Source: an optimization exercise on an open RTL-to-GDS flow (aim: small area and a short achievable clock period). Production flows keep margins and buffers that such runs may drop.
Function was not checked in any run shown here: the RTL went through the layout flow alone.
Power figures rest on the tool's default switching activity, not on a simulated workload.

## flow/design.v (module list and top-level ports; edited modules follow where they fit)
// module BMD_64_RWDMA_FSM: 975 lines
// module rw_fa: 4 lines
// module rw_ao21: 3 lines
// module rw_xn2: 3 lines
// module rw_or2: 3 lines
// module rw_o21ai: 3 lines
// module rw_nor2: 3 lines
// module rw_mux2: 3 lines
// module rw_a2: 3 lines
// module rw_x2: 3 lines
module BMD_64_RWDMA_FSM (
    clk,
    rst_n,
    init_rst_i,
    wdma_rst_o,
    mwr_len_i,
    mwr_count_i,
    wdma_start_o,
    wdma_addr_o,
    wdma_done_i,
    wdma_irq_o,
    next_wdma_addr_i,
    next_wdma_up_addr_i,
    next_wdma_valid_i,
    wdma_start_i,
    wdma_stop_i,
    wdma_running_o,
    wdma_frame_len_i,
    timeframe_end_i,
    wdma_buf_ptr_o,
    wdma_status_o,
    cc_timeout_o
);
  // ...
==> flow/flow/run.sh <==
#!/bin/bash
# Standard layout, but with sky130_fd_sc_hd__buf_1 as the port buffer cell
# (instead of the default clkdlybuf4s50_1, which is larger and slower).
set -euo pipefail
export BUFFER_PORTS_ARGS="-buffer_cell sky130_fd_sc_hd__buf_1"
bash standard.sh finish > flow_make.log 2>&1
==> flow/standard.sh <==
#!/bin/bash
# synth_recipe.tcl (not shown) runs the flow's synth.tcl, then flattens the netlist and writes it again
# the make line also repeats each setting of config.mk as NAME=value (left out here)
make -C /OpenROAD-flow-scripts/flow DESIGN_CONFIG=/design/flow/config.mk WORK_HOME=/design/flow/orfs CLKGATE_MAP_FILE= SYNTH_SCRIPT=/design/flow/synth_recipe.tcl "${@:-finish}"
==> flow/config.mk <==
export PLATFORM = sky130hd
export DESIGN_NAME = BMD_64_RWDMA_FSM
export DESIGN_NICKNAME = BMD_64_RWDMA_FSM
export VERILOG_FILES = /design/flow/design.v
export SDC_FILE = /design/flow/constraint.sdc
export NUM_CORES = 4
export LEC_CHECK = 0
export CAP_MARGIN = 20
export CORE_MARGIN = 2
export CORE_UTILIZATION = 60
export PLACE_DENSITY = 0.75
export SETUP_SLACK_MARGIN = 4.3
export SLEW_MARGIN = 20
export SYNTH_HIERARCHICAL = 1
export SYNTH_MINIMUM_KEEP_SIZE = 0
==> flow/constraint.sdc <==
create_clock -name core_clock -period 8.5 [get_ports {clk}]
set_input_delay 1.7000 -clock core_clock [delete_from_list [all_inputs] [get_ports {clk}]]
set_output_delay 1.7000 -clock core_clock [all_outputs]
set_load 0.01 [all_outputs]
==> flow_metrics.py, run 1 <==
metrics = {
    "finish": {
        "multi_input_cells": 840,
        "multi_input_area_um2": 7375,
        "nets": 1412,
        "stdcell_count": 1414,
        "clock_area_share_pct": 4.972,
    },
    "cts": {
        "htreeDepth": 4,
        "cts-buffers-inserted": 17,
        "post_cts_buffers": 9,
        "ctsHoldBuffers": 0,
        "clock_latency_ns": 0.41,
    },
    "sta": {
        "timing.fmax_mhz": 238.9,
        "tightest_slew_ns": 1.132,
        "max_slew_margin_pct": 24.48,
        "slew_violations": 0,
        "hold_viol_final": 0,
    },
    "floorplanning": {
        "die_x_um": 131.0,
        "core_region_area_um2": 15830,
        "dieHeight_um": 131.0,
    },
    "synthesis": {
        "synthAdderAreaFrac_pct": 28.12,
        "synth_cell_type_count": 51,
        "synth_commonest_cells": "nand2_1 (211), fa_1 (134), dfxtp_1 (117), xor2_1 (86), a21o_1 (57)",
    },
    "route": {
        "wl_um": 23730,
        "first_pass_iters": 5,
        "drc": 0,
        "drtIter0Drc": 486,
        "m1WireLength_um": 10080,
    },
    "critical_path": {
        "slowest_delay_ns": 0.33,
        "crit_path_max_fanout": 10,
        "crit_end": "wdma_addr_o[19]",
        "worst-path-buf-inv": 2,
        "crit_start": "c_q[3]$_DFF_P_",
        "path_class": "flop to primary output",
        "r2r_slack_ns": 5.92,
        "worst-path-stages": 9,
        "end_kind": "primary output",
    },
    "power_and_ir_drop": {
        "seqPwrFrac_pct": 32.6,
        "p_clk_mw": 0.697,
        "leakagePower_nw": 4.906,
        "combPwrFrac_pct": 27.0,
    },
    "grt": {
        "grt_pass1_wl_um": 37780,
        "grt_use_met2_pct": 47.64,
        "grt-ovfl-total": 0,
    },
    "placement": {
        "dp_hpwl_um": 17480,
    },
    "run_status": {
        "status": "finished clean",
    },
}
==> run 2: changes to the inputs <==
--- a/flow/config.mk
+++ b/flow/config.mk
@@ -9,4 +9,5 @@
 export CORE_MARGIN = 2
-export CORE_UTILIZATION = 60
-export PLACE_DENSITY = 0.75
+export CORE_UTILIZATION = 70
+export CTS_BUF_LIST = sky130_fd_sc_hd__clkbuf_4 sky130_fd_sc_hd__clkbuf_8
+export PLACE_DENSITY = 0.8
 export SETUP_SLACK_MARGIN = 4.3
==> flow_metrics.py, run 2 <==
metrics = {
    "critical_path": {
        "worst-path-buf-inv": 1,
        "worstPathCellList": "xor2_2, a21o_1, a21o_1, a21o_4, a21o_4, a21o_4, mux2_4, buf_6",
        "worstPathRequired_ns": 6.80,
        "critPathMostFrequentCell": "a21o_4",
        "end_kind": "primary output",
        "cp.arrival_ns": 2.59,
        "path_class": "flop to primary output",
        "slowest_delay_ns": 0.34,
        "cp_top_family": "compound AO/OA/AOI/OAI gates",
        "crit_path_max_fanout": 6,
        "critPathLaunchType": "flop",
        "crit_slowest_cell": "dfxtp_1",
    },
    "synthesis": {
        "synth_top_area_cell": "fa_1",
        "synth_cell_type_count": 51,
        "syn_inst": 1050,
        "yosysSeqAreaShare_pct": 24.21,
        "syn_area_um2": 9674,
        "synth_edf_count": 0,
        "yosysTopAreaCellShare_pct": 27.73,
        "ys_ff_latch": 117,
        "yosys_warnings": 7,
        "yosys-top-cells-area": "fa_1 (28%), dfxtp_1 (24%), nand2_1 (8.2%), xor2_1 (7.8%), a21o_1 (4.4%)",
        "avgSynthCellArea_um2": 9.214,
        "synthFlopType": "dfxtp_1",
        "synth_commonest_cells": "nand2_1 (211), fa_1 (134), dfxtp_1 (117), xor2_1 (86), a21o_1 (57)",
        "async_reset_ff_share_pct": 0,
        "yosysMostFrequentCell": "nand2_1",
    },
    "power_and_ir_drop": {
        "combPwrFrac_pct": 30.0,
        "internal_power_mw": 1.132,
        "p_sw_share_pct": 31.08,
        "clockPowerShare_pct": 35.8,
        "ir_worst_vdd_mv": 0.1292,
        "total_switching_power_mw": 0.5103,
        "seqPwrFrac_pct": 34.1,
        "power_density_nw_per_um2": 143.1,
        "leakagePower_nw": 4.808,
    },
    "route": {
        "drtIter0Drc": 781,
        "wl_um": 25690,
        "first_pass_iters": 5,
        "routedWlPerCell_um": 18.70,
        "via_per_inst": 6.007,
        "antenna_left": 0,
        "drc": 0,
        "num_vias": 8253,
    },
    "grt": {
        "grt-ovfl-total": 0,
        "use_met1_pct": 44.35,
        "grt_use_met2_pct": 58.29,
        "grt_pass1_wl_um": 39050,
        "antenna_found_initial": 0,
        "grt_usage_pct": 34.06,
        "grt_max_degree": 55,
        "grt_pass1_vias": 8134,
        "busiest_layer": "met2",
        "use_met3_pct": 7.444,
    },
    "floorplanning": {
        "start_util_pct": 72.48,
        "die_x_um": 121.6,
        "core_region_area_um2": 13350,
        "num_rows": 42,
        "dieHeight_um": 121.6,
        "ios": 155,
        "die_area_um2": 14780,
    },
    "sta": {
        "skew_ns": 0.01306,
        "hold-worst-slack_ns": 0.4602,
        "tns_ns": 0,
        "fin_crit_ns": 4.294,
        "setup_viol": 0,
        "slew_violations": 0,
        "finalCritPeriodShare_pct": 50.52,
        "max_slew_margin_pct": 25.76,
        "hold_viol_final": 0,
        "tightest_slew_ns": 1.113,
        "timing.fmax_mhz": 232.9,
        "rsz0062_at_grt": "true",
    },
    "finish": {
        "drive_above_1_share_pct": 17.45,
        "nFillCells": 727,
        "final_common_cell": "nand2_1",
        "n_antenna_cell": 0,
        "areaGrowthSynthToFinish_pct": 18.61,
        "layout_common_cells": "nand2_1 (197), buf_1 (118), dfxtp_1 (110)",
        "nets": 1412,
        "stdcell_count": 1374,
        "reg_top3": "c_q: 27 flops, s_q: 27 flops, wdma_buf_cnt: 16 flops",
    },
    "placement": {
        "dp_hpwl_um": 17440,
        "post-place-cells": 1325,
        "portBuffers": 154,
        "place.gp.congestion": 0.8672,
    },
    "cts": {
        "path_clk_slew_ns": 0.07,
        "clock_latency_ns": 0.45,
        "cts-buffers-inserted": 17,
        "cts_tree": "built",
        "cts_sinks": 117,
        "htreeDepth": 4,
        "cts_root_buf": "clkbuf_8",
        "cts_buffer_depth": 2,
    },
    "worst_hold_path": {
        "min_path_type": "flop to flop",
    },
    "run": {
        "maxCapViolCount": 0,
    },
    "run_status": {
        "status": "finished clean",
    },
}
## run 2: kinds of logic (layout without fill, tap and decap cells)
kind of cell | after synthesis | after routing | synth area share (%)
and+or+nand+nor | 399 | 399 | 19.39
AOI/OAI and AO/OA | 178 | 180 | 12.55
adders and majority gates | 137 | 137 | 28.12
DFF | 117 | 117 | 24.21
xor gates and xnor gates | 110 | 110 | 9.959
buffers and inverters | 96 | 240 | 3.880
muxes | 12 | 12 | 1.862
other | 1 | 3 | 0.03876
## run 2: power by group through the flow
stage	clock network, mW	registers (mW)	logic, mW
after floorplan	0	0.571	0.358
after global placement	0	0.572	0.438
after detailed placement	0	0.572	0.467
after CTS	0.591	0.560	0.475
after global routing	0.621	0.561	0.551
final	0.588	0.560	0.493
## run 2: metrics by stage
| step | worst slack, ns | util (%) | power, mW | instance area (um^2) |
|---|---|---|---|---|
| final | 4.206 | 85.97 | 1.642 | 11470 |
| after CTS | 4.194 | 84.12 | 1.626 | 11230 |
| after global routing | 4.119 | 85.97 | 1.733 | 11470 |
| after global placement | 3.375 | 78.23 | 1.009 | 10440 |
| after detailed placement | 3.302 | 78.23 | 1.039 | 10440 |
| after floorplan | 3.994 | - | 0.9287 | 10120 |
## run 2: per-layer routing
| metal | part of all wire, % | vias up |
|---|---|---|
| met4 | 2.8 | 0 |
| met2 | 51 | 477 |
| met3 | 8.1 | 81 |
| li1 | - | 3681 |
| met5 | 0 | - |
| met1 | 38 | 4014 |
## run 2: cell type report
| class | instances | area (um^2) | area share (%) |
|---|---|---|---|
| Sequential cell | 117 | 2351 | 20.49 |
| Clock buffer | 22 | 290.3 | 2.530 |
| Inverter | 36 | 135.1 | 1.178 |
| Multi-Input combinational cell | 841 | 7416 | 64.63 |
| Tap cell | 176 | 220.2 | 1.919 |
| Clock inverter | 10 | 170.2 | 1.483 |
| Timing Repair Buffer | 172 | 892.1 | 7.774 |
## run 2: path summary, 6_finish.rpt
kind | cells after the start | slack, ns | startpoint | endpoint
worst max register to register | 6 | 5.81 | s_q[14]$_DFF_P_ | c_q[15]$_DFF_P_
worst max-delay path | 8 | 4.21 | c_q[5]$_DFF_P_ | wdma_addr_o[39]
worst min-delay path | 2 | 0.46 | s_q[1]$_DFF_P_ | c_q[1]$_DFF_P_
worst min register to register | 2 | 0.46 | s_q[1]$_DFF_P_ | c_q[1]$_DFF_P_
## run 2: worst reg2reg max path: stages, from the launching register on
cell,delay (ns)
dfxtp_1,0.40
inv_1,0.11
fa_1,0.43
fa_1,0.59
fa_1,0.46
fa_1,0.53
nor2_1,0.05
## run 2: repair_timing
item	in CTS	in global routing
buffers inserted	8	7
setup endpoints to repair	55	37
hold endpoints to repair	0	0
hold buffers	0	0
pin swaps	9	16
gates resized for setup	83	49
gates cloned	2	0
## run 2: Yosys stat by module (local to each module, per instance)
module	flip-flops and latches	cells	times used	area, um^2
rw_x2	0	1	52	8.758
rw_xn2	0	1	10	8.758
rw_nor2	0	1	27	3.754
rw_ao21	0	1	57	7.507
rw_o21ai	0	1	27	5.005
rw_fa	0	1	134	20.02
rw_or2	0	1	10	6.256
rw_mux2	0	1	12	15.01
BMD_64_RWDMA_FSM	117	721	1	5542

port drivers added, routing unchanged:
The results above use ideal ports. As a check the final layouts listed here were re-extracted and re-timed, cells and wires unchanged. Step 1 sets driving cells, clkbuf_16 on the clock port and buf_2 on the other inputs (assumed; they add their load-dependent delay and slew). Step 2, shift: input delay + t, output delay - t, t = (earliest + latest rising clock arrival at the registers) / 2. This alone moves slack from input paths to output paths. Slacks: no drivers / after step 1 / after step 2; pairs: no drivers / after step 1.
run	t, ns	slack for setup (ns)	hold slack, ns	worst data-port slew with drivers (ns)
run 1	0.446	4.315 / 4.274 / 3.902	0.440 / 0.440 / 0.440	0.06
run 2	0.475	4.206 / 4.169 / 3.814	0.460 / 0.460 / 0.460	0.06
After both steps every run listed still meets setup and hold. For run 1, which loses most, drivers alone change the setup slack by -0.041 ns; drivers and shift together by -0.413 ns.
